Source: an optimization exercise on an open RTL-to-GDS flow (aim: small area, a short achievable clock period and few clock cycles per item). Production flows keep margins and buffers that such runs may drop.
In this exercise RTL edits were held to simulation tests only and were not proved equivalent to the original.

[flow/run.sh]
#!/bin/bash
# synth_recipe.tcl (not shown) runs the flow's synth.tcl, then flattens the netlist and writes it again
# the make line also repeats each setting of config.mk as NAME=value (left out here)
make -C /OpenROAD-flow-scripts/flow DESIGN_CONFIG=/design/flow/config.mk WORK_HOME=/design/flow/orfs CLKGATE_MAP_FILE= SYNTH_SCRIPT=/design/flow/synth_recipe.tcl finish
[flow/config.mk]
export PLATFORM = sky130hd
export DESIGN_NAME = CORDIC_sin_cos
export DESIGN_NICKNAME = CORDIC_sin_cos
export VERILOG_FILES = /design/flow/design.v
export SDC_FILE = /design/flow/constraint.sdc
export NUM_CORES = 4
export LEC_CHECK = 0
export CAP_MARGIN = 20
export CORE_MARGIN = 2
export CORE_UTILIZATION = 40
export SLEW_MARGIN = 20
[flow/constraint.sdc]
create_clock -name core_clock -period 6.5 [get_ports {clock}]
set_input_delay 1.3000 -clock core_clock [delete_from_list [all_inputs] [get_ports {clock}]]
set_output_delay 1.3000 -clock core_clock [all_outputs]
set_load 0.01 [all_outputs]
[flow/design.v]
module CORDIC_LUT(N, value);
	input [3:0] N;
	output [29:0] value;
	wire [29:0] atan_LUT [0:15];
	assign atan_LUT[00] = 30'h12E4051D;  
	assign atan_LUT[01] = 30'h09FB385B;  
	assign atan_LUT[02] = 30'h051111D4;  
	assign atan_LUT[03] = 30'h028B0D43;  
	assign atan_LUT[04] = 30'h0145D7E1;  
	assign atan_LUT[05] = 30'h00A2F61E;  
	assign atan_LUT[06] = 30'h00517C55;  
	assign atan_LUT[07] = 30'h0028BE53;  
	assign atan_LUT[08] = 30'h00145F2E;  
	assign atan_LUT[09] = 30'h000A2F98;  
	assign atan_LUT[10] = 30'h000517CC;  
	assign atan_LUT[11] = 30'h00028BE6;  
	assign atan_LUT[12] = 30'h000145F3;  
	assign atan_LUT[13] = 30'h0000A2F9;  
	assign atan_LUT[14] = 30'h0000517D;  
	assign atan_LUT[15] = 30'h000028BE;  
	assign value = atan_LUT[N];
endmodule
module CORDIC_sin_cos (clock, rst, strobe_in, angle, strobe_out, cos, sin);
	input clock;
	input rst;
	input strobe_in;
	input [31:0] angle;
	output strobe_out;
	output [16:0] cos;
	output [16:0] sin;
	reg signed [15:0] X, Y;
	reg [29:0] Z;            
	reg [10:1] PC;            
	reg [3:0] C;                 
	reg busy, done, prev_strobe_in;
	wire start = strobe_in & ~prev_strobe_in;
	wire [29:0] atan;
	CORDIC_LUT lut(C, atan);
	wire signed [15:0] X1 = (angle[31] ^ angle[30]) ? -16'sd19429 : 16'sd19429;
	wire signed [15:0] Y1 = angle[31] ? -16'sd19429 : 16'sd19429;
	wire [29:0] Z1 = {{1{~angle[29]}}, angle[28:0]};
	wire g1 = PC[1] & (&Z[5:3]);
	wire r1 = (&Z[5:4]) & (PC[1] | Z[3]);
	wire g2 = PC[2] & (&Z[8:6]);
	wire r2 = (&Z[8:7]) & (PC[2] | Z[6]);
	wire g3 = PC[3] & (&Z[11:9]);
	wire r3 = (&Z[11:10]) & (PC[3] | Z[9]);
	wire g4 = PC[4] & (&Z[14:12]);
	wire r4 = (&Z[14:13]) & (PC[4] | Z[12]);
	wire g5 = PC[5] & (&Z[17:15]);
	wire r5 = (&Z[17:16]) & (PC[5] | Z[15]);
	wire g6 = PC[6] & (&Z[20:18]);
	wire r6 = (&Z[20:19]) & (PC[6] | Z[18]);
	wire g7 = PC[7] & (&Z[23:21]);
	wire r7 = (&Z[23:22]) & (PC[7] | Z[21]);
	wire g8 = PC[8] & (&Z[26:24]);
	wire r8 = (&Z[26:25]) & (PC[8] | Z[24]);
	wire g9 = PC[9] & (&Z[28:27]);
	wire r9 = (&Z[28:28]) & (PC[9] | Z[27]);
	wire la_g0 = g2 | (r2 & g1);
	wire la_r0 = r2 & r1;
	wire la_g1 = g4 | (r4 & g3);
	wire la_r1 = r4 & r3;
	wire la_g2 = la_g1 | (la_r1 & la_g0);
	wire la_r2 = la_r1 & la_r0;
	wire la_g3 = g6 | (r6 & g5);
	wire la_r3 = r6 & r5;
	wire la_g4 = g9 | (r9 & g8);
	wire la_r4 = r9 & r8;
	wire la_g5 = la_g4 | (la_r4 & g7);
	wire la_r5 = la_r4 & r7;
	wire la_g6 = la_g5 | (la_r5 & la_g3);
	wire la_r6 = la_r5 & la_r3;
	wire la_g7 = la_g6 | (la_r6 & la_g2);
	wire la_r7 = la_r6 & la_r2;
	wire neg = Z[29] ^ PC[10] ^ la_g7;
	wire pos = ~neg;
	wire [29:0] K = atan ^ {30{pos}};
	wire [29:0] Zn;
	wire [11:0] co;
	RCA3 za0(Z[2:0], K[2:0], pos, Zn[2:0], co[1]);
	RCA3 za1(Z[5:3], K[5:3], PC[1], Zn[5:3], co[2]);
	RCA3 za2(Z[8:6], K[8:6], PC[2], Zn[8:6], co[3]);
	RCA3 za3(Z[11:9], K[11:9], PC[3], Zn[11:9], co[4]);
	RCA3 za4(Z[14:12], K[14:12], PC[4], Zn[14:12], co[5]);
	RCA3 za5(Z[17:15], K[17:15], PC[5], Zn[17:15], co[6]);
	RCA3 za6(Z[20:18], K[20:18], PC[6], Zn[20:18], co[7]);
	RCA3 za7(Z[23:21], K[23:21], PC[7], Zn[23:21], co[8]);
	RCA3 za8(Z[26:24], K[26:24], PC[8], Zn[26:24], co[9]);
	RCA2 za9(Z[28:27], K[28:27], PC[9], Zn[28:27], co[10]);
	RCA1 za10(Z[29:29], K[29:29], PC[10], Zn[29:29], co[11]);
	wire signed [15:0] Xs = (X >>> 1) >>> C;
	wire signed [15:0] Ys = (Y >>> 1) >>> C;
	wire [15:0] Xn, Yn;
	ADD16 ax(X, Ys ^ {16{pos}}, pos, Xn);
	ADD16 ay(Y, Xs ^ {16{neg}}, neg, Yn);
	always @(posedge clock) begin
		prev_strobe_in <= strobe_in;
		if (rst) begin
			prev_strobe_in <= 1'b0;
			busy <= 1'b0;
			done <= 1'b0;
		end else begin
			done <= busy & (C == 4'd15);
			if (start)
				busy <= 1'b1;
			else if (C == 4'd15)
				busy <= 1'b0;
		end
	end
	always @(posedge clock) begin
		if (start) begin
			C <= 4'd0;
			X <= X1;
			Y <= Y1;
			Z <= Z1;
			PC <= 10'd0;
		end else begin
			C <= C + 4'd1;
			X <= Xn;
			Y <= Yn;
			Z <= Zn;
			PC <= co[10:1];
		end
	end
	assign cos = {X[15], X};
	assign sin = {Y[15], Y};
	assign strobe_out = done;
endmodule
module RCA1(a, b, ci, s, co);
	input [0:0] a, b;
	input ci;
	output [0:0] s;
	output co;
	wire [1:0] c;
	assign c[0] = ci;
	genvar i;
	generate for (i = 0; i < 1; i = i + 1) begin : bit_
		assign s[i] = a[i] ^ b[i] ^ c[i];
		assign c[i+1] = (a[i] & b[i]) | (a[i] & c[i]) | (b[i] & c[i]);
	end endgenerate
	assign co = c[1];
endmodule
module RCA2(a, b, ci, s, co);
	input [1:0] a, b;
	input ci;
	output [1:0] s;
	output co;
	wire [2:0] c;
	assign c[0] = ci;
	genvar i;
	generate for (i = 0; i < 2; i = i + 1) begin : bit_
		assign s[i] = a[i] ^ b[i] ^ c[i];
		assign c[i+1] = (a[i] & b[i]) | (a[i] & c[i]) | (b[i] & c[i]);
	end endgenerate
	assign co = c[2];
endmodule
module RCA3(a, b, ci, s, co);
	input [2:0] a, b;
	input ci;
	output [2:0] s;
	output co;
	wire [3:0] c;
	assign c[0] = ci;
	genvar i;
	generate for (i = 0; i < 3; i = i + 1) begin : bit_
		assign s[i] = a[i] ^ b[i] ^ c[i];
		assign c[i+1] = (a[i] & b[i]) | (a[i] & c[i]) | (b[i] & c[i]);
	end endgenerate
	assign co = c[3];
endmodule
module ADD16(input [15:0] a, b, input ci, output [15:0] s);
wire [16:0] g0 = {a & b, ci};
wire [16:0] p0 = {a ^ b, 1'b0};
wire gg0 = g0[1] | (p0[1] & g0[0]);
wire pp0 = p0[1] & p0[0];
wire gg1 = g0[3] | (p0[3] & g0[2]);
wire pp1 = p0[3] & p0[2];
wire gg2 = g0[5] | (p0[5] & g0[4]);
wire pp2 = p0[5] & p0[4];
wire gg3 = g0[7] | (p0[7] & g0[6]);
wire pp3 = p0[7] & p0[6];
wire gg4 = g0[9] | (p0[9] & g0[8]);
wire pp4 = p0[9] & p0[8];
wire gg5 = g0[11] | (p0[11] & g0[10]);
wire pp5 = p0[11] & p0[10];
wire gg6 = g0[13] | (p0[13] & g0[12]);
wire pp6 = p0[13] & p0[12];
wire gg7 = g0[15] | (p0[15] & g0[14]);
wire pp7 = p0[15] & p0[14];
wire gg8 = gg1 | (pp1 & gg0);
wire pp8 = pp1 & pp0;
wire gg9 = gg3 | (pp3 & gg2);
wire pp9 = pp3 & pp2;
wire gg10 = gg5 | (pp5 & gg4);
wire pp10 = pp5 & pp4;
wire gg11 = gg7 | (pp7 & gg6);
wire pp11 = pp7 & pp6;
wire gg12 = gg9 | (pp9 & gg8);
wire pp12 = pp9 & pp8;
wire gg13 = gg11 | (pp11 & gg10);
wire pp13 = pp11 & pp10;
wire gg14 = gg13 | (pp13 & gg12);
wire pp14 = pp13 & pp12;
wire gg15 = gg10 | (pp10 & gg12);
wire pp15 = pp10 & pp12;
wire gg16 = gg2 | (pp2 & gg8);
wire pp16 = pp2 & pp8;
wire gg17 = gg4 | (pp4 & gg12);
wire pp17 = pp4 & pp12;
wire gg18 = gg6 | (pp6 & gg15);
wire pp18 = pp6 & pp15;
wire gg19 = g0[2] | (p0[2] & gg0);
wire pp19 = p0[2] & pp0;
wire gg20 = g0[4] | (p0[4] & gg8);
wire pp20 = p0[4] & pp8;
wire gg21 = g0[6] | (p0[6] & gg16);
wire pp21 = p0[6] & pp16;
wire gg22 = g0[8] | (p0[8] & gg12);
wire pp22 = p0[8] & pp12;
wire gg23 = g0[10] | (p0[10] & gg17);
wire pp23 = p0[10] & pp17;
wire gg24 = g0[12] | (p0[12] & gg15);
wire pp24 = p0[12] & pp15;
wire gg25 = g0[14] | (p0[14] & gg18);
wire pp25 = p0[14] & pp18;
wire gg26 = g0[16] | (p0[16] & gg14);
wire pp26 = p0[16] & pp14;
wire [15:0] cc = {gg14, gg25, gg18, gg24, gg15, gg23, gg17, gg22, gg12, gg21, gg16, gg20, gg8, gg19, gg0, g0[0]};
assign s = a ^ b ^ cc;
endmodule
==> results of run 1 <==
## registers in the layout, indices dropped and copies added (netlist names)
register	cells
Z	30
X	16
Y	16
PC	10
C	4
busy	1
done	1
prev_strobe_in	1
## cell type report
class | instances | area [sq um]
inverters | 57 | 214.0
multi-input cells | 629 | 4835
clock inverters | 5 | 58.81
well taps | 220 | 275.3
repair buffers | 77 | 750.7
clock buffers | 11 | 232.7
fillers | 1631 | 8693
flip-flops and latches | 79 | 1583
## cells in the mapped netlist (10+ instances only)
cell type and number:
xor2_1 11, a211oi_1 11, inv_1 54, fa_1 42, mux2i_1 19, buf_1 10, o21ai_0 39, xnor2_1 68
a21o_1 16, ha_1 32, clkbuf_1 32, a21oi_1 72, and2_1 17, nand2_1 109, mux4_2 13, dfxtp_1 79
mux2_2 15, nor2_1 75
## critical path: stages, from the launching register on
cell	delay (ps)
dfxtp_1	330
o211ai_1	180
a221oi_1	70
a211oi_1	460
o221ai_1	310
or3_1	770
buf_4	370
xnor2_1	210
ha_1	300
a21o_1	180
a21o_1	160
a21oi_1	140
o21a_1	160
o21ai_0	150
a21o_1	210
a21oi_1	190
fa_1	440
a21oi_1	120
## metal layers
metal  up-vias  track usage (%)  share of wire [%]
met1      2643            31.01                 51
met3        26            2.740                5.2
met4         0            6.784                1.8
met5         -                0                  0
met2       149            28.57                 42
li1       2838                -                  -
## per-stage QoR
step           setup WS, ps  instances  hold slack, ps
6_report               1660       1078           445.9
5_1_grt                1277       1078           478.1
4_1_cts                1655       1078           451.0
3_5_place_dp           1678       1062           442.1
3_3_place_gp           1670       1062           442.7
2_1_floorplan          2091        815           422.3
## cell families after synthesis
family | after synthesis | synth area share, %
fa+ha+maj | 74 | 18.14
compound gates | 183 | 16.55
simple gates | 243 | 15.41
xor+xnor | 80 | 10.35
buf+inv | 107 | 6.308
flops | 79 | 23.11
mux | 49 | 10.13
## how the worst max path moves through the flow
stage	from	endpoint	slack [ps]	cells past startpoint
after floorplan	C[1]$_SDFF_PP0_	Y[10]$_DFF_P_	2090	18
after global placement	C[1]$_SDFF_PP0_	Y[10]$_DFF_P_	1670	15
after detailed placement	C[1]$_SDFF_PP0_	Y[10]$_DFF_P_	1680	15
after CTS	PC[2]$_SDFF_PP0_	X[7]$_DFF_P_	1660	17
after global routing	C[1]$_SDFF_PP0_	Y[10]$_DFF_P_	1280	15
final	PC[2]$_SDFF_PP0_	X[7]$_DFF_P_	1660	17
==> results.sh, run 1 <==
export IMPL_fp_coreArea_sq_mm=0.01664
export IMPL_drive_gt1_share_pct=7.576
export IMPL_die_x_um=134.8
export IMPL_cts_setup_buffers=0
export IMPL_drtIter0Drc=581
export IMPL_whs_endpoint="done$_SDFF_PP0_"
export IMPL_end_kind="flip-flop"
export IMPL_syn_cell_area_sq_mm=0.006843
export IMPL_synth_edf_count=0
export IMPL_finalCritPeriodShare_pct=74.46
export IMPL_ys_warn_count=2
export IMPL_rrSetupSlack_ps=1660
export IMPL_insertion_delay_ps=350
export IMPL_status="complete, no violations"
export IMPL_design_area_sq_mm=0.007949
export IMPL_ys_seq_area_share_pct=23.11
export IMPL_arrival_ps=5120
export IMPL_max_slew_margin_pct=33.19
export IMPL_gp_congestion=0.8677
export IMPL_synth_top_cell_by_area="dfxtp_1"
export IMPL_yosys_top_cells_area="dfxtp_1 23%, fa_1 12%, xnor2_1 8.7%"
export IMPL_nNetsFinal=962
export IMPL_postCtsHoldBufs=0
export IMPL_r2r_worst_path_cells=17
export IMPL_critical_path_max_fanout=16
export IMPL_via_count=5656
export IMPL_grt_pass1_vias=5395
export IMPL_min_delay_path_class="reg2reg"
export IMPL_ant_nets=0
export IMPL_h_tree_depth=3
export IMPL_yosys_most_used_dff="dfxtp_1"
export IMPL_avgSynthCellArea_sq_um=8.396
export IMPL_grt_start_max_net_pins=77
export IMPL_io_pins=70
export IMPL_via_per_inst=5.247
export IMPL_finalClockSkew_ps=6.366
export IMPL_synth_seq_cells=79
export IMPL_finalMaxSlewViolations=0
export IMPL_rsz0062_at_grt="no"
export IMPL_clk_path_buf_depth=2
export IMPL_syn_inst=815
export IMPL_post_route_drc_count=0
export IMPL_critical_path_class="reg2reg"
export IMPL_diodes=0
export IMPL_wl_um=17240
export IMPL_async_reset_ff_share_pct=0
export IMPL_rows=47
export IMPL_initial_utilization_pct=41.12
export IMPL_die_area_sq_mm=0.01817
export IMPL_r2r_end="X[7]$_DFF_P_"
export IMPL_fmax_mhz=206.6
export IMPL_whs_path_depth=2
export IMPL_final_cell_mix="109 x nand2_1, 78 x dfxtp_1, 75 x nor2_1, 72 x a21oi_1, 69 x clkdlybuf4s50_1"
export IMPL_tightestPinTransition_ps=998.5
export IMPL_tns_ps=0
export IMPL_clkTransAtPathRegs_ps=60
export IMPL_maxCapViolations=0
export IMPL_hold_viol_final=0
export IMPL_grt_usage_pct=20.09
export IMPL_utilization_pct=47.76
export IMPL_placed_area_sq_mm=0.007657
export IMPL_antenna_found_initial=0
export IMPL_io_buffers=69
export IMPL_worstSetupStartpointType="flip-flop"
export IMPL_syn2layout_area_growth_pct=16.16
export IMPL_setup_viol=0
export IMPL_globalRouteOverflowTotal=0
export IMPL_die_height_um=134.8
export IMPL_hpwlAfterDp_um=12750
export IMPL_cts_sinks=79
export IMPL_cts_root_buffer="clkbuf_16"
export IMPL_syn_nets=924
export IMPL_cts_tree="yes"
export IMPL_synth_top_area_share_pct=23.11
export IMPL_ctsResizeCount=0
export IMPL_required_ps=6780
export IMPL_layout_min_cycle_time_ps=4840
export IMPL_r2r_start="PC[2]$_SDFF_PP0_"
export IMPL_min_from="busy$_SDFFE_PP0P_"
export IMPL_layout_commonest_cell="nand2_1"
export IMPL_numCtsBuffers=9
export IMPL_dr_pass1_iters=5
export IMPL_grt_first_pass_wirelength_um=28760
export IMPL_wl_per_cell_um=15.99
export IMPL_yosysUniqueCellTypes=56
Testbench counts, summed over its fixed seeds: cycles 34,824, items 2,048.
==> run 2, diff against run 1 <==
--- a/flow/config.mk
+++ b/flow/config.mk
@@ -6,6 +6,8 @@
 export NUM_CORES = 4
 export LEC_CHECK = 0
+export ABC_AREA = 1
 export CAP_MARGIN = 20
 export CORE_MARGIN = 2
 export CORE_UTILIZATION = 40
+export SETUP_SLACK_MARGIN = 3.0
 export SLEW_MARGIN = 20
==> results.sh, run 2 <==
export IMPL_cts_root_buffer="clkbuf_16"
export IMPL_async_reset_ff_share_pct=0
export IMPL_antenna_found_initial=0
export IMPL_rows=47
export IMPL_synth_seq_cells=79
export IMPL_ys_top_cells_by_count="249 x nand2_1, 111 x inv_1, 79 x dfxtp_1"
export IMPL_arrival_ps=3690
export IMPL_clk_path_buf_depth=2
export IMPL_drtIter0Drc=373
export IMPL_min_delay_path_class="reg2reg"
export IMPL_h_tree_depth=3
export IMPL_initial_utilization_pct=40.55
export IMPL_post_route_drc_count=0
export IMPL_synth_top_area_share_pct=23.68
export IMPL_crit_chain="buf_12 -> inv_16 -> nand2_4 -> o21ai_4 -> mux2i_2 -> o21ai_2 -> a221oi_2 -> xor2_1 -> inv_1 -> ha_4 -> nand2_1 -> inv_1 -> nand3_2 -> nand2_2 -> nand2_1 -> nand2_2 -> a21oi_4 -> o21a_1 -> fa_2 -> xor2_1 -> a21oi_1"
export IMPL_r2r_start="C[0]$_SDFF_PP0_"
export IMPL_hpwlAfterDp_um=12870
export IMPL_yosys_top_cells_area="dfxtp_1 24%, nand2_1 14%, fa_1 13%"
export IMPL_whs_endpoint="done$_SDFF_PP0_"
export IMPL_utilization_pct=53.43
export IMPL_finalCritPeriodShare_pct=53.45
export IMPL_numCtsBuffers=9
export IMPL_crit_family="compound AO/OA/AOI/OAI gates"
export IMPL_postCtsHoldBufs=0
export IMPL_cts_sinks=79
export IMPL_largest_reg_flops=30
export IMPL_largestRegisters="Z x30, X x16, Y x16"
export IMPL_layout_min_cycle_time_ps=3474
export IMPL_largest_register="Z"
export IMPL_worstSetupStartpointType="flip-flop"
export IMPL_status="complete, no violations"
export IMPL_yosysUniqueCellTypes=46
export IMPL_maxCapViolations=0
export IMPL_yosysMostFrequentCell="nand2_1"
export IMPL_final_cell_mix="231 x nand2_1, 109 x inv_1, 69 x clkdlybuf4s50_1, 63 x nor2_1, 51 x a21oi_1"
export IMPL_via_count=6318
export IMPL_gp_congestion=0.9238
export IMPL_cts_tree="yes"
export IMPL_rsz0062_at_grt="yes"
export IMPL_clkTransAtPathRegs_ps=60
export IMPL_tns_ps=0
export IMPL_path_depth=21
export IMPL_grt_usage_pct=21.40
export IMPL_r2r_worst_path_cells=21
export IMPL_fillCellCount=1580
export IMPL_die_height_um=133.2
export IMPL_critical_path_max_fanout=15
export IMPL_synth_edf_count=0
export IMPL_fp_coreArea_sq_mm=0.01647
export IMPL_rrSetupSlack_ps=3030
export IMPL_tightestPinTransition_ps=720.1
export IMPL_ant_nets=0
export IMPL_wl_um=19040
export IMPL_grt_first_pass_wirelength_um=30200
export IMPL_r2r_end="X[14]$_DFF_P_"
export IMPL_fmax_mhz=287.8
export IMPL_setup_viol=0
export IMPL_max_slew_margin_pct=51.99
export IMPL_nNetsFinal=1144
export IMPL_diodes=0
export IMPL_whs_path_depth=2
export IMPL_via_per_inst=5.018
export IMPL_die_area_sq_mm=0.01774
export IMPL_io_pins=70
export IMPL_dr_pass1_iters=5
export IMPL_ys_seq_area_share_pct=23.68
export IMPL_path_buf_inv=4
export IMPL_syn_cell_area_sq_mm=0.006678
export IMPL_io_buffers=69
export IMPL_hold_viol_final=0
export IMPL_grt_pass1_vias=5865
export IMPL_yosys_most_used_dff="dfxtp_1"
export IMPL_synth_top_cell_by_area="dfxtp_1"
export IMPL_drive_gt1_share_pct=19.25
export IMPL_finalClockSkew_ps=7.592
export IMPL_syn2layout_area_growth_pct=31.74
export IMPL_die_x_um=133.2
export IMPL_syn_nets=1052
export IMPL_layout_commonest_cell="nand2_1"
export IMPL_required_ps=6720
export IMPL_insertion_delay_ps=350
export IMPL_end_kind="flip-flop"
export IMPL_globalRouteOverflowTotal=0
export IMPL_syn_inst=943
export IMPL_min_from="busy$_SDFFE_PP0P_"
export IMPL_ys_warn_count=2
export IMPL_critical_path_class="reg2reg"
export IMPL_slowest_delay_ps=400
export IMPL_finalMaxSlewViolations=0
export IMPL_grt_start_max_net_pins=71
export IMPL_avgSynthCellArea_sq_um=7.081
export IMPL_cpMaxStageDelayCell="dfxtp_4"
export IMPL_wl_per_cell_um=15.12
-- run 2: cell types whose count changed in the layout (fill, tap and decap cells not counted), moves of 24 or more --
cell	change
buf_4	+31
dfxtp_1	-29
dfxtp_2	+24
inv_1	+55
nand2_1	+122
o21ai_1	+25
xnor2_1	-45
-- run 2: cell type report --
class                           count  area, sq um  share of cell area (%)
Multi-Input combinational cell    703         4901                   55.71
Sequential cell                    79         1632                   18.55
Timing Repair Buffer              116         1141                   12.97
Inverter                          126        513.0                   5.831
Tap cell                          220        275.3                   3.129
Clock buffer                       10        229.0                   2.603
Clock inverter                      5        106.4                   1.209
-- run 2: how the worst max path moves through the flow --
| stage | startpoint | to | slack [ps] |
|---|---|---|---|
| global placement | C[1]$_SDFF_PP0_ | Z[23]$_DFF_P_ | 2100 |
| detailed placement | C[1]$_SDFF_PP0_ | Z[20]$_DFF_P_ | 2160 |
| global route | C[0]$_SDFF_PP0_ | X[14]$_DFF_P_ | 2870 |
| finish | C[0]$_SDFF_PP0_ | X[14]$_DFF_P_ | 3030 |
| floorplan | C[1]$_SDFF_PP0_ | Z[23]$_DFF_P_ | 3020 |
| CTS | C[0]$_SDFF_PP0_ | Z[23]$_DFF_P_ | 3010 |
-- run 2: cell families after synthesis --
family,share of synthesized area [%]
AOI/OAI and AO/OA,13.34
muxes,1.049
adders and majority gates,18.59
buffers and inverters,10.19
xor gates and xnor gates,8.694
and+or+nand+nor,24.45
DFF,23.68
-- run 2: timing repair --
item / in CTS / in global routing
buffers inserted: 3 / 38
pin swaps: 2 / 47
hold endpoints to repair: 0 / 0
gates cloned: 4 / 0
setup endpoints to repair: 56 / 31
resized for setup: 39 / 157
-- run 2: worst register-to-register path, cell delays in order, from the launching register on --
cell and delay (ps):
dfxtp_4 400, buf_12 180, inv_16 70, nand2_4 70, o21ai_4 70, mux2i_2 210, o21ai_2 120, a221oi_2 290
xor2_1 170, inv_1 90, ha_4 280, nand2_1 50, inv_1 70, nand3_2 90, nand2_2 80, nand2_1 60
nand2_2 120, a21oi_4 70, o21a_1 220, fa_2 380, xor2_1 160, a21oi_1 80
-- run 2: per-layer routing --
metal	GRT usage [%]	vias up	part of all wire, %
met4	7.801	0	2.7
met1	32.08	2883	49
met5	0	-	0
met3	2.854	44	5.4
li1	-	3183	-
met2	31.35	208	43
-- run 2: metrics by stage --
stage	std cells	worst slack, ps	hold WS (ps)	area [sq um]
after CTS	1221	3011	487.0	8038
final	1259	3026	481.0	8797
after global routing	1259	2874	513.7	8797
after detailed placement	1199	2164	476.0	7476
after global placement	1199	2099	466.8	7476
after floorplan	943	3025	430.0	6680
==> run 3, diff against run 2 <==
--- a/flow/design.v
+++ b/flow/design.v
@@ -34,4 +34,5 @@
 	reg [3:0] C;                 
 	reg busy, done, prev_strobe_in;
+	reg NEG;                     
 	wire start = strobe_in & ~prev_strobe_in;
 	wire [29:0] atan;
@@ -40,39 +41,5 @@
 	wire signed [15:0] Y1 = angle[31] ? -16'sd19429 : 16'sd19429;
 	wire [29:0] Z1 = {{1{~angle[29]}}, angle[28:0]};
-	wire g1 = PC[1] & (&Z[5:3]);
-	wire r1 = (&Z[5:4]) & (PC[1] | Z[3]);
-	wire g2 = PC[2] & (&Z[8:6]);
-	wire r2 = (&Z[8:7]) & (PC[2] | Z[6]);
-	wire g3 = PC[3] & (&Z[11:9]);
-	wire r3 = (&Z[11:10]) & (PC[3] | Z[9]);
-	wire g4 = PC[4] & (&Z[14:12]);
-	wire r4 = (&Z[14:13]) & (PC[4] | Z[12]);
-	wire g5 = PC[5] & (&Z[17:15]);
-	wire r5 = (&Z[17:16]) & (PC[5] | Z[15]);
-	wire g6 = PC[6] & (&Z[20:18]);
-	wire r6 = (&Z[20:19]) & (PC[6] | Z[18]);
-	wire g7 = PC[7] & (&Z[23:21]);
-	wire r7 = (&Z[23:22]) & (PC[7] | Z[21]);
-	wire g8 = PC[8] & (&Z[26:24]);
-	wire r8 = (&Z[26:25]) & (PC[8] | Z[24]);
-	wire g9 = PC[9] & (&Z[28:27]);
-	wire r9 = (&Z[28:28]) & (PC[9] | Z[27]);
-	wire la_g0 = g2 | (r2 & g1);
-	wire la_r0 = r2 & r1;
-	wire la_g1 = g4 | (r4 & g3);
-	wire la_r1 = r4 & r3;
-	wire la_g2 = la_g1 | (la_r1 & la_g0);
-	wire la_r2 = la_r1 & la_r0;
-	wire la_g3 = g6 | (r6 & g5);
-	wire la_r3 = r6 & r5;
-	wire la_g4 = g9 | (r9 & g8);
-	wire la_r4 = r9 & r8;
-	wire la_g5 = la_g4 | (la_r4 & g7);
-	wire la_r5 = la_r4 & r7;
-	wire la_g6 = la_g5 | (la_r5 & la_g3);
-	wire la_r6 = la_r5 & la_r3;
-	wire la_g7 = la_g6 | (la_r6 & la_g2);
-	wire la_r7 = la_r6 & la_r2;
-	wire neg = Z[29] ^ PC[10] ^ la_g7;
+	wire neg = NEG;
 	wire pos = ~neg;
 	wire [29:0] K = atan ^ {30{pos}};
@@ -90,4 +57,39 @@
 	RCA2 za9(Z[28:27], K[28:27], PC[9], Zn[28:27], co[10]);
 	RCA1 za10(Z[29:29], K[29:29], PC[10], Zn[29:29], co[11]);
+	wire n_g1 = co[1] & (&Zn[5:3]);
+	wire n_r1 = (&Zn[5:4]) & (co[1] | Zn[3]);
+	wire n_g2 = co[2] & (&Zn[8:6]);
+	wire n_r2 = (&Zn[8:7]) & (co[2] | Zn[6]);
+	wire n_g3 = co[3] & (&Zn[11:9]);
+	wire n_r3 = (&Zn[11:10]) & (co[3] | Zn[9]);
+	wire n_g4 = co[4] & (&Zn[14:12]);
+	wire n_r4 = (&Zn[14:13]) & (co[4] | Zn[12]);
+	wire n_g5 = co[5] & (&Zn[17:15]);
+	wire n_r5 = (&Zn[17:16]) & (co[5] | Zn[15]);
+	wire n_g6 = co[6] & (&Zn[20:18]);
+	wire n_r6 = (&Zn[20:19]) & (co[6] | Zn[18]);
+	wire n_g7 = co[7] & (&Zn[23:21]);
+	wire n_r7 = (&Zn[23:22]) & (co[7] | Zn[21]);
+	wire n_g8 = co[8] & (&Zn[26:24]);
+	wire n_r8 = (&Zn[26:25]) & (co[8] | Zn[24]);
+	wire n_g9 = co[9] & (&Zn[28:27]);
+	wire n_r9 = (&Zn[28:28]) & (co[9] | Zn[27]);
+	wire n_la_g0 = n_g2 | (n_r2 & n_g1);
+	wire n_la_r0 = n_r2 & n_r1;
+	wire n_la_g1 = n_g4 | (n_r4 & n_g3);
+	wire n_la_r1 = n_r4 & n_r3;
+	wire n_la_g2 = n_la_g1 | (n_la_r1 & n_la_g0);
+	wire n_la_r2 = n_la_r1 & n_la_r0;
+	wire n_la_g3 = n_g6 | (n_r6 & n_g5);
+	wire n_la_r3 = n_r6 & n_r5;
+	wire n_la_g4 = n_g9 | (n_r9 & n_g8);
+	wire n_la_r4 = n_r9 & n_r8;
+	wire n_la_g5 = n_la_g4 | (n_la_r4 & n_g7);
+	wire n_la_r5 = n_la_r4 & n_r7;
+	wire n_la_g6 = n_la_g5 | (n_la_r5 & n_la_g3);
+	wire n_la_r6 = n_la_r5 & n_la_r3;
+	wire n_la_g7 = n_la_g6 | (n_la_r6 & n_la_g2);
+	wire n_la_r7 = n_la_r6 & n_la_r2;
+	wire neg_n = Zn[29] ^ co[10] ^ n_la_g7;
 	wire signed [15:0] Xs = (X >>> 1) >>> C;
 	wire signed [15:0] Ys = (Y >>> 1) >>> C;
@@ -116,4 +118,5 @@
 			Z <= Z1;
 			PC <= 10'd0;
+			NEG <= ~angle[29];
 		end else begin
 			C <= C + 4'd1;
@@ -122,4 +125,5 @@
 			Z <= Zn;
 			PC <= co[10:1];
+			NEG <= neg_n;
 		end
 	end
==> flow/flow/run.sh (new file) <==
#!/bin/bash
# Layout flow: the standard flow (standard.sh) with two changes.
#  - ADDER_MAP_FILE is empty, so synthesis maps no full/half-adder cells and ABC
#    maps the adders to plain gates, which are faster than the library's fa/ha cells.
#  - buffer_ports puts a buf_1 on each port instead of the delay buffer it picks
#    by default.
# The synthesis is otherwise the standard one, so the registers are the same.
set -euo pipefail
export ADDER_MAP_FILE=
export BUFFER_PORTS_ARGS="-buffer_cell sky130_fd_sc_hd__buf_1"
bash standard.sh > standard.log 2>&1
==> flow/standard.sh (new file) <==
#!/bin/bash
# synth_recipe.tcl (not shown) runs the flow's synth.tcl, then flattens the netlist and writes it again
# the make line also repeats each setting of config.mk as NAME=value (left out here)
make -C /OpenROAD-flow-scripts/flow DESIGN_CONFIG=/design/flow/config.mk WORK_HOME=/design/flow/orfs CLKGATE_MAP_FILE= SYNTH_SCRIPT=/design/flow/synth_recipe.tcl "${@:-finish}"
removed: flow/run.sh
==> results.sh, run 3 <==
export IMPL_clk_path_buf_depth=2
export IMPL_end_kind="flip-flop"
export IMPL_finalCritPeriodShare_pct=50.34
export IMPL_min_from="busy$_SDFFE_PP0P_"
export IMPL_ant_nets=0
export IMPL_arrival_ps=3530
export IMPL_drtIter0Drc=491
export IMPL_ys_seq_area_share_pct=21.37
export IMPL_numCtsBuffers=9
export IMPL_die_height_um=140.9
export IMPL_required_ps=6750
export IMPL_status="complete, no violations"
export IMPL_setup_viol=0
export IMPL_cts_setup_buffers=0
export IMPL_crit_family="simple AND/OR/NAND/NOR gates"
export IMPL_gp_congestion=0.8899
export IMPL_synth_edf_count=0
export IMPL_largest_register="Z"
export IMPL_tns_ps=0
export IMPL_fillCellCount=2040
export IMPL_final_cell_mix="514 x nand2_1, 209 x nand3_1, 103 x inv_1, 77 x dfxtp_1, 69 x buf_1"
export IMPL_yosysUniqueCellTypes=43
export IMPL_whs_path_depth=2
export IMPL_critical_path_max_fanout=49
export IMPL_tightestPinTransition_ps=747.7
export IMPL_r2r_worst_path_cells=19
export IMPL_die_area_sq_mm=0.01984
export IMPL_finalMaxSlewViolations=0
export IMPL_async_reset_ff_share_pct=0
export IMPL_syn_nets=1337
export IMPL_die_x_um=140.9
export IMPL_avgSynthCellArea_sq_um=5.755
export IMPL_io_buffers=69
export IMPL_synth_top_area_share_pct=25.75
export IMPL_via_count=7895
export IMPL_layout_commonest_cell="nand2_1"
export IMPL_dr_pass1_iters=5
export IMPL_yosysMostFrequentCell="nand2_1"
export IMPL_antenna_found_initial=0
export IMPL_utilization_pct=43.54
export IMPL_synth_top_cell_by_area="nand2_1"
export IMPL_yosys_top_cells_area="nand2_1 26%, dfxtp_1 21%, nand3_1 14%"
export IMPL_hpwlAfterDp_um=15660
export IMPL_maxCapViolations=0
export IMPL_cp_common_cell="nand2_1"
export IMPL_rsz0062_at_grt="yes"
export IMPL_rows=50
export IMPL_globalRouteOverflowTotal=0
export IMPL_cts_tree="yes"
export IMPL_h_tree_depth=3
export IMPL_cts_sinks=80
export IMPL_path_buf_inv=3
export IMPL_r2r_start="NEG$_DFF_P_"
export IMPL_synth_seq_cells=80
export IMPL_fp_coreArea_sq_mm=0.01852
export IMPL_hold_viol_final=0
export IMPL_syn2layout_area_growth_pct=7.597
export IMPL_max_slew_margin_pct=50.15
export IMPL_clkTransAtPathRegs_ps=70
export IMPL_wl_um=20820
export IMPL_r2r_end="NEG$_DFF_P_"
export IMPL_wl_per_cell_um=13.22
export IMPL_syn_cell_area_sq_mm=0.007493
export IMPL_initial_utilization_pct=40.47
export IMPL_worstSetupStartpointType="flip-flop"
export IMPL_layout_min_cycle_time_ps=3272
export IMPL_insertion_delay_ps=360
export IMPL_largest_reg_flops=30
export IMPL_rrSetupSlack_ps=3230
export IMPL_cpMaxStageDelayCell="buf_4"
export IMPL_finalClockSkew_ps=11.94
export IMPL_largestRegisters="Z x30, X x16, Y x16"
export IMPL_syn_inst=1302
export IMPL_slowest_delay_ps=490
export IMPL_fmax_mhz=305.6
export IMPL_via_per_inst=5.013
export IMPL_grt_start_max_net_pins=74
export IMPL_whs_endpoint="done$_SDFF_PP0_"
export IMPL_nNetsFinal=1371
export IMPL_critical_path_class="reg2reg"
export IMPL_grt_first_pass_wirelength_um=34580
export IMPL_io_pins=70
export IMPL_diodes=0
export IMPL_min_delay_path_class="reg2reg"
export IMPL_yosys_most_used_dff="dfxtp_1"
export IMPL_post_route_drc_count=0
export IMPL_drive_gt1_share_pct=8.128
export IMPL_crit_chain="buf_4 -> inv_2 -> buf_4 -> xor2_1 -> or2_1 -> nand2_2 -> nand2_1 -> nand2_1 -> nand2_1 -> nand2_1 -> nor2_1 -> nor2_1 -> nand3_1 -> nor2_1 -> nand2_1 -> nand3_1 -> nand2_1 -> nand2_1 -> nand2_1"
export IMPL_ys_warn_count=2
export IMPL_cts_root_buffer="clkbuf_16"
export IMPL_grt_pass1_vias=7079
export IMPL_grt_usage_pct=21.39
export IMPL_ys_top_cells_by_count="514 x nand2_1, 209 x nand3_1, 103 x inv_1"
## run 3: cell count changes after synthesis, sizes merged, moves of 15 or more
| cell | change |
|---|---|
| buf | +17 |
| or2 | +25 |
| fa | -42 |
| o21ai | -34 |
| xnor2 | -15 |
| nand2 | +291 |
| a21oi | -33 |
| nand3 | +183 |
| ha | -32 |
## run 3: metrics by stage
step / std cells / hold WS, ps / area (sq um) / setup WS, ps
floorplan: 1302 / 430.5 / 7493 / 4049
global placement: 1559 / 486.4 / 7747 / 3205
detailed placement: 1559 / 486.0 / 7747 / 3170
CTS: 1575 / 496.4 / 8060 / 3156
global route: 1575 / 510.1 / 8063 / 2862
finish: 1575 / 494.3 / 8063 / 3228
## run 3: final cells by class
cell class	count	area, sq um	share of cell area [%]
multi-input cells	1053	5092	63.16
flip-flops and latches	80	1605	19.91
inverters	116	447.9	5.556
repair buffers	76	311.5	3.864
well taps	234	292.8	3.631
clock buffers	10	239.0	2.964
clock inverters	6	73.82	0.9156
## run 3: kinds of logic after synthesis
group | after synthesis | synth area share, %
XOR/XNOR | 63 | 7.731
flip-flops | 80 | 21.37
AO/OA/AOI/OAI | 104 | 8.014
buffers and inverters | 169 | 10.77
AND/OR/NAND/NOR | 886 | 52.11
## run 3: worst max-delay path by stage
stage	startpoint	endpoint	slack [ps]	depth (start not counted)
after floorplan	strobe_in	Z[1]$_DFF_P_	4050	7
after global placement	C[0]$_SDFF_PP0_	NEG$_DFF_P_	3210	20
after detailed placement	C[2]$_SDFF_PP0_	NEG$_DFF_P_	3170	19
after CTS	C[0]$_SDFF_PP0_	NEG$_DFF_P_	3160	24
after global routing	NEG$_DFF_P_	NEG$_DFF_P_	2860	22
final	NEG$_DFF_P_	NEG$_DFF_P_	3230	19
## run 3: timing repair
action	in CTS	in global routing
setup endpoints to repair	0	13
hold buffers	0	0
resized for setup	0	2
## run 3: metal layers
metal | track usage, % | vias up | wire (um)
li1 | - | 4223 | -
met1 | 30.73 | 3476 | 10600
met2 | 32.81 | 167 | 8797
met3 | 2.717 | 29 | 917
met4 | 7.842 | 0 | 504
met5 | 0 | - | 0
## run 3: worst min-delay path: cells and delay by family (launching register included)
kind | cells | cell delay, ps
flops | 1 | 300
simple gates | 2 | 140
Testbench counts of run 3, summed over its fixed seeds: cycles 34,824, items 2,048.
==> run 4, diff against run 3 <==
--- a/flow/config.mk
+++ b/flow/config.mk
@@ -10,4 +10,4 @@
 export CORE_MARGIN = 2
 export CORE_UTILIZATION = 40
-export SETUP_SLACK_MARGIN = 3.0
+export SETUP_SLACK_MARGIN = 3.75
 export SLEW_MARGIN = 20
==> results.sh, run 4 <==
export IMPL_insertion_delay_ps=360
export IMPL_placed_area_sq_mm=0.007747
export IMPL_final_cell_mix="469 x nand2_1, 181 x nand3_1, 97 x inv_1, 75 x dfxtp_1, 73 x nand2_2"
export IMPL_ys_warn_count=2
export IMPL_rows=50
export IMPL_critical_path_max_fanout=73
export IMPL_fp_coreArea_sq_mm=0.01852
export IMPL_syn_nets=1337
export IMPL_place_inst=1559
export IMPL_diodes=0
export IMPL_wl_um=23990
export IMPL_critical_path_class="in2reg"
export IMPL_hpwlAfterDp_um=15660
export IMPL_cts_root_buffer="clkbuf_16"
export IMPL_h_tree_depth=3
export IMPL_hold_viol_final=0
export IMPL_grt_usage_pct=21.60
export IMPL_largest_register="Z"
export IMPL_yosys_most_used_dff="dfxtp_1"
export IMPL_finalClockSkew_ps=11.90
export IMPL_syn2layout_area_growth_pct=22.27
export IMPL_die_x_um=140.9
export IMPL_drive_gt1_share_pct=18.63
export IMPL_finalCritPeriodShare_pct=40.54
export IMPL_ys_top_cells_by_count="514 x nand2_1, 209 x nand3_1, 103 x inv_1"
export IMPL_grt_pass1_vias=7148
export IMPL_syn_inst=1302
export IMPL_syn_cell_area_sq_mm=0.007493
export IMPL_antenna_found_initial=0
export IMPL_largest_reg_flops=30
export IMPL_avgSynthCellArea_sq_um=5.755
export IMPL_setup_viol=0
export IMPL_io_pins=70
export IMPL_design_area_sq_mm=0.009163
export IMPL_end_kind="flip-flop"
export IMPL_initial_utilization_pct=40.47
export IMPL_finalMaxSlewViolations=0
export IMPL_min_delay_path_class="reg2reg"
export IMPL_layout_min_cycle_time_ps=2635
export IMPL_tns_ps=0
export IMPL_yosysMostFrequentCell="nand2_1"
export IMPL_via_count=8403
export IMPL_layout_commonest_cell="nand2_1"
export IMPL_wl_per_cell_um=14.77
export IMPL_clk_path_buf_depth=2
export IMPL_numCtsBuffers=9
export IMPL_status="complete, no violations"
export IMPL_worstSetupStartpointType="input pin"
export IMPL_async_reset_ff_share_pct=0
export IMPL_tightestPinTransition_ps=765.6
export IMPL_nNetsFinal=1420
export IMPL_synth_seq_cells=80
export IMPL_ys_seq_area_share_pct=21.37
export IMPL_maxCapViolations=0
export IMPL_required_ps=6750
export IMPL_drtIter0Drc=616
export IMPL_die_height_um=140.9
export IMPL_arrival_ps=2890
export IMPL_largestRegisters="Z x30, X x16, Y x16"
export IMPL_synth_top_cell_by_area="nand2_1"
export IMPL_cts_tree="yes"
export IMPL_fmax_mhz=379.4
export IMPL_globalRouteOverflowTotal=0
export IMPL_io_buffers=69
export IMPL_synth_edf_count=0
export IMPL_rsz0062_at_grt="yes"
export IMPL_grt_start_max_net_pins=74
export IMPL_clkTransAtPathRegs_ps=70
export IMPL_yosys_top_cells_area="nand2_1 26%, dfxtp_1 21%, nand3_1 14%"
export IMPL_grt_first_pass_wirelength_um=34830
export IMPL_fin_cells=1624
export IMPL_dr_pass1_iters=6
export IMPL_die_area_sq_mm=0.01984
export IMPL_cts_sinks=80
export IMPL_yosysUniqueCellTypes=43
export IMPL_synth_top_area_share_pct=25.75
export IMPL_ant_nets=0
export IMPL_max_slew_margin_pct=48.96
export IMPL_via_per_inst=5.174
export IMPL_gp_congestion=0.8899
export IMPL_post_route_drc_count=0
==> run 4: what timing repair did <==
action / in CTS / in global routing
setup buffers: 3 / 33
endpoints found under the setup margin: 31 / 19
pin swaps: 2 / 23
resized for setup: 22 / 125
hold buffers: 0 / 0
cloned: 1 / 12
==> run 4: cell families (layout without fill, tap and decap cells) <==
logic type / after synthesis / in the layout / share of synthesized area [%]
flip-flops: 80 / 80 / 21.37
AND/OR/NAND/NOR: 886 / 887 / 52.11
AO/OA/AOI/OAI: 104 / 104 / 8.014
XOR/XNOR: 63 / 63 / 7.731
buffers and inverters: 169 / 256 / 10.77
==> run 4: critical path, cell delays in order <==
cell and delay (ps):
buf_1 70, inv_1 70, nor2_4 110, buf_4 620, nand2_1 480, o31ai_1 200
==> run 4: stage by stage <==
stage | hold WS [ps] | setup slack [ps] | util, %
floorplan | 430.5 | 4049 | -
global placement | 486.4 | 3205 | 41.84
detailed placement | 486.0 | 3170 | 41.84
CTS | 496.4 | 3751 | 44.14
global route | 510.1 | 3682 | 49.48
finish | 493.4 | 3865 | 49.48
==> run 4: path summary, 6_finish.rpt <==
path | cells past startpoint | end | from | slack, ps
max | 6 | Y[4]$_DFF_P_ | strobe_in | 3860
min | 2 | done$_SDFF_PP0_ | busy$_SDFFE_PP0P_ | 490
max reg2reg | 20 | NEG$_DFF_P_ | C[1]$_SDFF_PP0_ | 3870
min reg2reg | 2 | done$_SDFF_PP0_ | busy$_SDFFE_PP0P_ | 490
==> run 4: area by class of cell <==
type,instances,area [sq um]
clock buffers,10,239.0
clock inverters,6,73.82
fillers,1933,9355
inverters,116,511.7
multi-input cells,1054,5472
flip-flops and latches,80,1620
well taps,234,292.8
repair buffers,122,930.9
repair inverters,2,22.52
==> run 4: routing by layer <==
layer / GRT usage [%] / up-vias / share of wire, %
met4: 8.526 / 0 / 3.3
met1: 30.87 / 3756 / 48
met2: 32.79 / 266 / 44
met3: 3.091 / 70 / 5.4
li1: - / 4311 / -
met5: 0 / - / 0
==> run 5, diff against run 4 <==
--- a/flow/config.mk
+++ b/flow/config.mk
@@ -10,4 +10,4 @@
 export CORE_MARGIN = 2
 export CORE_UTILIZATION = 40
-export SETUP_SLACK_MARGIN = 3.75
+export SETUP_SLACK_MARGIN = 3.5
 export SLEW_MARGIN = 20
==> results.sh, run 5 <==
export IMPL_drtIter0Drc=498
export IMPL_antenna_found_initial=0
export IMPL_cp_common_cell="nand2_1"
export IMPL_crit_chain="buf_12 -> inv_8 -> nand2_2 -> nand2_1 -> inv_1 -> nand2_1 -> nand3_1 -> xor2_1 -> inv_1 -> nand2_1 -> nand2_1 -> nand2_1 -> nand2_1 -> nor2_1 -> nor2_1 -> nor2_2 -> nand2_1 -> nand2_1 -> nand2_1 -> nand3_1 -> nand2_1 -> nand2_1 -> nand2_1"
export IMPL_fmax_mhz=364.8
export IMPL_insertion_delay_ps=360
export IMPL_grt_first_pass_wirelength_um=34580
export IMPL_dr_pass1_iters=5
export IMPL_postCtsHoldBufs=0
export IMPL_max_slew_margin_pct=50.40
export IMPL_end_kind="flip-flop"
export IMPL_yosysMostFrequentCell="nand2_1"
export IMPL_h_tree_depth=3
export IMPL_die_height_um=140.9
export IMPL_layout_min_cycle_time_ps=2741
export IMPL_rows=50
export IMPL_finalClockSkew_ps=11.70
export IMPL_io_buffers=69
export IMPL_via_per_inst=5.020
export IMPL_syn_inst=1302
export IMPL_required_ps=6750
export IMPL_clk_path_buf_depth=2
export IMPL_synth_edf_count=0
export IMPL_die_area_sq_mm=0.01984
export IMPL_hold_viol_final=0
export IMPL_post_route_drc_count=0
export IMPL_grtUsageMet1_pct=30.70
export IMPL_hpwlAfterDp_um=15660
export IMPL_yosys_most_used_dff="dfxtp_1"
export IMPL_final_cell_mix="514 x nand2_1, 209 x nand3_1, 103 x inv_1, 76 x dfxtp_1, 69 x buf_1"
export IMPL_fp_coreArea_sq_mm=0.01852
export IMPL_place_inst=1559
export IMPL_grtUsageMet3_pct=2.887
export IMPL_syn_cell_area_sq_mm=0.007493
export IMPL_layout_commonest_cell="nand2_1"
export IMPL_syn2layout_area_growth_pct=9.751
export IMPL_min_delay_path_class="reg2reg"
export IMPL_rsz0062_at_grt="yes"
export IMPL_cpMaxStageDelayCell="dfxtp_2"
export IMPL_tns_ps=0
export IMPL_tightestPinTransition_ps=743.9
export IMPL_grt_busiest_layer="met2"
export IMPL_cts_sinks=80
export IMPL_initial_utilization_pct=40.47
export IMPL_ant_nets=0
export IMPL_use_met2_pct=32.68
export IMPL_cts_tree="yes"
export IMPL_largestRegisters="Z x30, X x16, Y x16"
export IMPL_largest_register="Z"
export IMPL_worstSetupStartpointType="flip-flop"
export IMPL_yosysUniqueCellTypes=43
export IMPL_arrival_ps=3000
export IMPL_drive_gt1_share_pct=8.754
export IMPL_synth_top_area_share_pct=25.75
export IMPL_grt_usage_pct=21.42
export IMPL_die_x_um=140.9
export IMPL_clkTransAtPathRegs_ps=70
export IMPL_nNetsFinal=1378
export IMPL_grt_pass1_vias=7094
export IMPL_cts_root_buffer="clkbuf_16"
export IMPL_numCtsBuffers=9
export IMPL_largest_reg_flops=30
export IMPL_syn_nets=1337
export IMPL_via_count=7942
export IMPL_gp_congestion=0.8899
export IMPL_status="complete, no violations"
export IMPL_setup_viol=0
export IMPL_wl_um=21300
export IMPL_fin_cells=1582
export IMPL_grt_start_max_net_pins=74
export IMPL_io_pins=70
export IMPL_async_reset_ff_share_pct=0
export IMPL_synth_top_cell_by_area="nand2_1"
export IMPL_finalMaxSlewViolations=0
export IMPL_slowest_delay_ps=400
export IMPL_diodes=0
export IMPL_critical_path_class="reg2reg"
export IMPL_maxCapViolations=0
export IMPL_ys_seq_area_share_pct=21.37
export IMPL_finalCritPeriodShare_pct=42.17
export IMPL_yosys_top_cells_area="nand2_1 26%, dfxtp_1 21%, nand3_1 14%"
export IMPL_synth_seq_cells=80
export IMPL_globalRouteOverflowTotal=0
export IMPL_wl_per_cell_um=13.47
export IMPL_critical_path_max_fanout=33
export IMPL_ys_warn_count=2
export IMPL_avgSynthCellArea_sq_um=5.755
export IMPL_ys_top_cells_by_count="514 x nand2_1, 209 x nand3_1, 103 x inv_1"
## run 5: cell counts after synthesis
Identical to the previous run, type by type.
## run 5: worst paths after layout
check	from	endpoint	slack, ps	depth (start not counted)
hold reg to reg	busy$_SDFFE_PP0P_	done$_SDFF_PP0_	490	2
setup / recovery	C[1]$_SDFF_PP0_	NEG$_DFF_P_	3760	23
setup reg to reg	C[1]$_SDFF_PP0_	NEG$_DFF_P_	3760	23
hold / removal	busy$_SDFFE_PP0P_	done$_SDFF_PP0_	490	2
## run 5: logic make-up after synthesis
| kind of cell | after synthesis | synth area share, % |
|---|---|---|
| xor gates and xnor gates | 63 | 7.731 |
| buffers and inverters | 169 | 10.77 |
| and+or+nand+nor | 886 | 52.11 |
| DFF | 80 | 21.37 |
| AOI/OAI and AO/OA | 104 | 8.014 |
## run 5: through the flow
| step | instance area [sq um] | worst slack [ps] | hold WS (ps) | utilization [%] |
|---|---|---|---|---|
| finish | 8224 | 3759 | 493.9 | 44.41 |
| global route | 8224 | 3476 | 510.1 | 44.41 |
| CTS | 8087 | 3555 | 496.4 | 43.67 |
| detailed placement | 7747 | 3170 | 486.0 | 41.84 |
| global placement | 7747 | 3205 | 486.4 | 41.84 |
| floorplan | 7493 | 4049 | 430.5 | - |
## run 5: layer usage
layer,wire length (um),part of all wire [%]
met1,10740,50
met2,9112,43
met3,1019,4.8
met4,428,2.0
met5,0,0
## run 5: repair_timing
item	CTS	global route
gates cloned	0	2
buffers inserted	0	5
pin swaps	0	2
endpoints found under the setup margin	20	15
resized for setup	9	20
hold endpoints to repair	0	0
## run 5: cell type report
cell class | count | area (sq um)
Inverter | 116 | 464.2
Clock inverter | 6 | 73.82
Sequential cell | 80 | 1612
Multi-Input combinational cell | 1054 | 5106
Clock buffer | 10 | 239.0
Timing Repair Buffer | 82 | 436.7
Tap cell | 234 | 292.8
Fill cell | 2025 | 10290
## run 5: critical path, delay by kind of cell (launching register included)
kind,cells,cell delay [ps]
buffers and inverters,4,480
XOR/XNOR,1,250
AND/OR/NAND/NOR,18,1510
flip-flops,1,400

-- static timing again, ports no longer ideal --
How much do the figures lean on ideal ports? The routed layouts below were timed once more, with nothing changed but the port constraints. Step 1 assumes that a clkbuf_16 drives the clock port and a buf_2 every other input. Step 2 moves the port delays by t, midway between the first and last clock arrival at a register: inputs arrive t later, outputs are due t later. That takes back most of the time a late clock gives input paths. Slacks: ideal / step 1 / step 2; pairs: ideal / step 1.
run | shift t [ns] | setup WS [ns] | clock arrival spread, ns | worst slew at a driven data input, ns
run 1 | 0.385 | 1.660 / 1.660 / 1.660 | 0.007 / 0.006 | 0.04
run 2 | 0.390 | 3.026 / 3.026 / 3.026 | 0.008 / 0.008 | 0.03
run 3 | 0.397 | 3.228 / 3.228 / 3.228 | 0.012 / 0.012 | 0.03
run 4 | 0.400 | 3.865 / 3.872 / 3.490 | 0.012 / 0.013 | 0.03
run 5 | 0.397 | 3.759 / 3.759 / 3.496 | 0.012 / 0.012 | 0.03
After both steps every run listed still meets setup and hold. For run 4, which loses most, drivers alone change the setup slack by +0.007 ns; drivers and shift together by -0.375 ns.
